From an optimization exercise on the open Yosys and OpenROAD flow, aimed at small area; shortcuts taken in it are not production practice. Function was checked by simulation only, so behaviour that the tests miss may differ from the original. The flow treats the clock pin as an ideal source. Dropping or thinning the clock tree relies on that and would not hold on a real chip. Power figures rest on the tool's default switching activity, not on a simulated workload.

## v6
## frequence_divider
module frequence_divider(input iClk, input rst, output reg oClk);
For scale: roughly 65 cells after synthesis, about 26 flip-flops, about 3 I/O pins, roughly 690 µm² of cells after synthesis.
clock: 20.0 ns
lec_check: 0
cap_margin: 20
core_area: 2 2 64 64
cts_buf_list: sky130_fd_sc_hd__clkbuf_8
die_area: 0 0 66 66
place_density: 0.9
slew_margin: 20
synth_hierarchical: 1
standard.sh (not shown) runs the stock make flow with config.mk's settings and CLKGATE_MAP_FILE= SYNTH_SCRIPT=/design/flow/synth_recipe.tcl, a recipe that flattens the netlist after the stock synthesis.
==> flow/flow/run.sh <==
#!/bin/bash
# The standard layout with two changes:
#  - the port buffers are buf_1 cells (BUFFER_PORTS_ARGS);
#  - the clock tree is a one-level tree of clock buffers, each at the centre of its
#    the registers it drives (flow/one_clkbuf.tcl, sourced before CTS).
# Each tool's output goes to standard.log in this folder.
set -euo pipefail
export BUFFER_PORTS_ARGS="-buffer_cell sky130_fd_sc_hd__buf_1"
export PRE_CTS_TCL="$PWD/flow/one_clkbuf.tcl"
export CLKBUF_GROUPS="${CLKBUF_GROUPS:-sky130_fd_sc_hd__clkbuf_1 3 sky130_fd_sc_hd__clkbuf_8 23}"
bash standard.sh > standard.log 2>&1
==> flow/flow/one_clkbuf.tcl <==
# Sourced by ORFS's cts.tcl before it builds the clock tree. It replaces
# clock_tree_synthesis with a one-level tree: the clock port drives a few
# clock buffers, each driving a group of register clock pins directly.
# CLKBUF_GROUPS lists "cell count" pairs; the last group takes the remaining
# registers. Registers are grouped by x position (left to right) and each
# buffer sits at the centre of its group; cts.tcl's detailed placement
# legalises the buffers.
rename clock_tree_synthesis orfs_clock_tree_synthesis
proc clock_tree_synthesis { args } {
  set block [ord::get_db_block]
  set db [ord::get_db]
  set clk_src [lindex [get_property [lindex [all_clocks] 0] sources] 0]
  set clk_net [$block findNet [get_full_name $clk_src]]
  set sinks {}
  foreach it [$clk_net getITerms] {
    set bb [[$it getInst] getBBox]
    lappend sinks [list [expr { ([$bb xMin] + [$bb xMax]) / 2 }] \
      [expr { ([$bb yMin] + [$bb yMax]) / 2 }] $it]
  }
  set sinks [lsort -integer -index 0 $sinks]
  set groups $::env(CLKBUF_GROUPS)
  set ngroups [expr { [llength $groups] / 2 }]
  set start 0
  for { set g 0 } { $g < $ngroups } { incr g } {
    set cell [lindex $groups [expr { 2 * $g }]]
    set count [lindex $groups [expr { 2 * $g + 1 }]]
    if { $g == $ngroups - 1 } {
      set members [lrange $sinks $start end]
    } else {
      set members [lrange $sinks $start [expr { $start + $count - 1 }]]
    }
    incr start [llength $members]
    set inst [odb::dbInst_create $block [$db findMaster $cell] clkbuf_${g}_iClk]
    set net [odb::dbNet_create $block clknet_${g}_iClk]
    $net setSigType CLOCK
    set sx 0
    set sy 0
    foreach m $members {
      set it [lindex $m 2]
      $it disconnect
      $it connect $net
      set sx [expr { $sx + [lindex $m 0] }]
      set sy [expr { $sy + [lindex $m 1] }]
    }
    set n [llength $members]
    [$inst findITerm A] connect $clk_net
    [$inst findITerm X] connect $net
    $inst setLocation [expr { $sx / $n }] [expr { $sy / $n }]
    $inst setPlacementStatus PLACED
    puts "one_clkbuf: $cell drives $n clock pins"
  }
  global_connect
  set_propagated_clock [all_clocks]
}
Modified inputs, v37 compared to v6
-- flow/flow/run.sh --
<<< v6, line 10
export CLKBUF_GROUPS="${CLKBUF_GROUPS:-sky130_fd_sc_hd__clkbuf_1 3 sky130_fd_sc_hd__clkbuf_8 23}"
>>> v37, line 10
export CLKBUF_GROUPS="${CLKBUF_GROUPS:-sky130_fd_sc_hd__clkbuf_2 5 sky130_fd_sc_hd__clkbuf_8 21}"
Notes after the runs:
- Setup WNS v6 -> v37: worse
- Compared v37 against v6; cell count of the worst reg-to-reg path within noise.
- Between v6 and v37, the layout-stage area growth over the synthesis result is lower for v6.
- Summary — first-pass GRT wire length, v37 relative to v6: higher, by about 3%.
- From v6 to v37 the numbers moved as follows: flip-flop and latch share of the layout cell area held steady, final period utilization held steady, fmax held steady.
- Compared to v6, the router laid down more metal wire for v37.
- Between v37 and v6, the vias after detailed routing does not differ in any meaningful way.
- Diff v6 -> v37 | fraction of power consumed by the clock network | increase of 0.7 points
- met1 routed wirelength after detailed routing across v6 and v37: no real change.
For v2, these inputs were changed with respect to v37:
-- flow/flow/run.sh --
<<< v37, line 4
#  - the clock tree is a one-level tree of clock buffers, each at the centre of its
#    the registers it drives (flow/one_clkbuf.tcl, sourced before CTS).
>>> v2, line 4
#  - the clock tree is one level of clock buffers, each at the centre of the
#    registers it drives (flow/one_clkbuf.tcl, sourced before CTS).
<<< v37, line 10
export CLKBUF_GROUPS="${CLKBUF_GROUPS:-sky130_fd_sc_hd__clkbuf_2 5 sky130_fd_sc_hd__clkbuf_8 21}"
>>> v2, line 10
export CLKBUF_GROUPS="${CLKBUF_GROUPS:-sky130_fd_sc_hd__clkbuf_1 3 sky130_fd_sc_hd__clkbuf_8 23}"
## What came out
The via density per instance was comparable across v37 and v2.
Proportion of cell area occupied by multi-input gates: v37 vs v2 — no meaningful difference
Lower global-route usage among v37 and v2: v2
v2 — layout overhead on the synthesized area 0.18 points lower, v37 as reference
In every run of this note, the design's own scripts or RTL, not TritonCTS, make the clock network.

========
## run A
frequence_divider again, from the RTL that the note above started with.
Settings: LEC_CHECK=0, CAP_MARGIN=20, CORE_MARGIN=2, CORE_UTILIZATION=85, CTS_BUF_LIST=sky130_fd_sc_hd__clkbuf_8, PLACE_DENSITY=0.95, SLEW_MARGIN=20, SYNTH_HIERARCHICAL=1; clock period 20.0 ns.
==> flow/flow/run.sh <==
#!/bin/bash
# The standard layout with two changes:
#  - the port buffers are buf_1 cells (BUFFER_PORTS_ARGS);
#  - the clock tree is a single clock buffer placed at the centre of the
#    registers (flow/one_clkbuf.tcl, sourced before CTS).
# Each tool's output goes to standard.log in this folder.
set -euo pipefail
export BUFFER_PORTS_ARGS="-buffer_cell sky130_fd_sc_hd__buf_1"
export PRE_CTS_TCL="$PWD/flow/one_clkbuf.tcl"
export ONE_CLKBUF_CELL="${ONE_CLKBUF_CELL:-sky130_fd_sc_hd__clkbuf_8}"
bash standard.sh > standard.log 2>&1
==> flow/flow/one_clkbuf.tcl <==
# Sourced by ORFS's cts.tcl before it builds the clock tree. It replaces
# clock_tree_synthesis with a tree of one clock buffer: the clock port drives
# the buffer, the buffer drives every register's clock pin. The buffer sits at
# the centre of the registers; cts.tcl's detailed placement legalises it.
rename clock_tree_synthesis orfs_clock_tree_synthesis
proc clock_tree_synthesis { args } {
  set block [ord::get_db_block]
  set db [ord::get_db]
  set master [$db findMaster $::env(ONE_CLKBUF_CELL)]
  set clk_src [lindex [get_property [lindex [all_clocks] 0] sources] 0]
  set clk_net [$block findNet [get_full_name $clk_src]]
  set sinks [$clk_net getITerms]
  set sx 0
  set sy 0
  foreach it $sinks {
    set bb [[$it getInst] getBBox]
    set sx [expr { $sx + ([$bb xMin] + [$bb xMax]) / 2 }]
    set sy [expr { $sy + ([$bb yMin] + [$bb yMax]) / 2 }]
  }
  set n [llength $sinks]
  set inst [odb::dbInst_create $block $master clkbuf_0_iClk]
  set net [odb::dbNet_create $block clknet_0_iClk]
  $net setSigType CLOCK
  foreach it $sinks {
    $it disconnect
    $it connect $net
  }
  [$inst findITerm A] connect $clk_net
  [$inst findITerm X] connect $net
  $inst setLocation [expr { $sx / $n }] [expr { $sy / $n }]
  $inst setPlacementStatus PLACED
  global_connect
  puts "one_clkbuf: [$master getName] drives $n clock pins"
  set_propagated_clock [all_clocks]
}
Run A did not finish: a tool error stopped it during power grid generation.
> inputs changed (run A -> run B)
# run A
export LEC_CHECK = 0
export CAP_MARGIN = 20
export CORE_MARGIN = 2
export CORE_UTILIZATION = 85
export CTS_BUF_LIST = sky130_fd_sc_hd__clkbuf_8
export PLACE_DENSITY = 0.95
export SLEW_MARGIN = 20
export SYNTH_HIERARCHICAL = 1
create_clock -name core_clock -period 20.0 [get_ports {iClk}]
# run B
export LEC_CHECK = 0
export CAP_MARGIN = 20
export CORE_MARGIN = 2
export CORE_UTILIZATION = 40
export CTS_BUF_LIST = sky130_fd_sc_hd__clkbuf_8
export SLEW_MARGIN = 20
export SYNTH_HIERARCHICAL = 1
create_clock -name core_clock -period 20.0 [get_ports {iClk}]
==> flow/flow/run.sh <==
#!/bin/bash
# Standard layout, with the port buffers made of buf_1 cells.
export BUFFER_PORTS_ARGS="-buffer_cell sky130_fd_sc_hd__buf_1"
bash standard.sh > standard.log 2>&1
removed: flow/flow/one_clkbuf.tcl
Having completed the whole flow, run B delivered a layout that passed the timing, design-rule and antenna checks.
Run A -> run B: XOR/XNOR share of the synthesized area delta 0, exact match
Area after synthesis came out exactly the same in run A and run B.
Diff run B..run A | number of flops mapped to enable cells by yosys | unchanged
Run B has number of placement rows above what run A had.
Edits applied to the flow inputs when going from run B to run C:
==> flow/flow/run.sh <==
#!/bin/bash
# The standard layout with two changes:
#  - the port buffers are buf_1 cells (BUFFER_PORTS_ARGS);
#  - the clock tree is a single clock buffer placed at the centre of the
#    registers (flow/one_clkbuf.tcl, sourced before CTS).
# Each tool's output goes to standard.log in this folder.
set -euo pipefail
export BUFFER_PORTS_ARGS="-buffer_cell sky130_fd_sc_hd__buf_1"
export PRE_CTS_TCL="$PWD/flow/one_clkbuf.tcl"
export ONE_CLKBUF_CELL="${ONE_CLKBUF_CELL:-sky130_fd_sc_hd__clkbuf_8}"
bash standard.sh > standard.log 2>&1
==> flow/flow/one_clkbuf.tcl (new file) <==
# Sourced by ORFS's cts.tcl before it builds the clock tree. It replaces
# clock_tree_synthesis with a tree of one clock buffer: the clock port drives
# the buffer, the buffer drives every register's clock pin. The buffer sits at
# the centre of the registers; cts.tcl's detailed placement legalises it.
rename clock_tree_synthesis orfs_clock_tree_synthesis
proc clock_tree_synthesis { args } {
  set block [ord::get_db_block]
  set db [ord::get_db]
  set master [$db findMaster $::env(ONE_CLKBUF_CELL)]
  set clk_port [get_ports [get_property [lindex [all_clocks] 0] sources]]
  set clk_net [$block findNet [get_name $clk_port]]
  set sinks [$clk_net getITerms]
  set sx 0
  set sy 0
  foreach it $sinks {
    set bb [[$it getInst] getBBox]
    set sx [expr { $sx + ([$bb xMin] + [$bb xMax]) / 2 }]
    set sy [expr { $sy + ([$bb yMin] + [$bb yMax]) / 2 }]
  }
  set n [llength $sinks]
  set inst [odb::dbInst_create $block $master clkbuf_0_iClk]
  set net [odb::dbNet_create $block clknet_0_iClk]
  $net setSigType CLOCK
  foreach it $sinks {
    $it disconnect
    $it connect $net
  }
  [$inst findITerm A] connect $clk_net
  [$inst findITerm X] connect $net
  $inst setLocation [expr { $sx / $n }] [expr { $sy / $n }]
  $inst setPlacementStatus PLACED
  global_connect
  puts "one_clkbuf: [$master getName] drives $n clock pins"
  set_propagated_clock [all_clocks]
}
[summary]
Diff run C..run B | final weighted congestion of routability-driven global placement | unchanged. Status(run C) = ERROR, stage = clock tree synthesis. Reported for run C and run B, proportion of synthesized flip-flops having asynchronous set or reset turned out identical to the last digit. Run C and run B ended up with roughly the same mapped cell area.

==> what the ideal ports hide <==
The flow's constraints put no driver on any port. The routed layouts listed below were extracted and timed again, unchanged, in two steps. Step 1: set_driving_cell puts a clkbuf_16 on iClk and a buf_2 on each other input, an assumption about the parent block. Step 2, shift: input delay + t, output delay - t, t = (earliest + latest rising clock arrival at the registers) / 2. This alone moves slack from input paths to output paths. Slacks: ideal ports / drivers / drivers and shift; pairs: ideal ports / drivers.
| run | t, ns | setup slack, ns | hold slack, ns |
|---|---|---|---|
| v6 | 0.164 | 14.584 / 14.588 / 14.424 | 0.311 / 0.311 / 0.311 |
| v37 | 0.167 | 14.573 / 14.576 / 14.409 | 0.336 / 0.337 / 0.337 |
| v2 | 0.164 | 14.584 / 14.588 / 14.424 | 0.311 / 0.311 / 0.311 |
| run B | 0.282 | 14.628 / 14.629 / 14.346 | 0.383 / 0.383 / 0.383 |
After both steps setup and hold are still met in every run listed. The setup slack of run B, which loses most, moves by +0.001 ns with the drivers and by -0.282 ns with both steps.
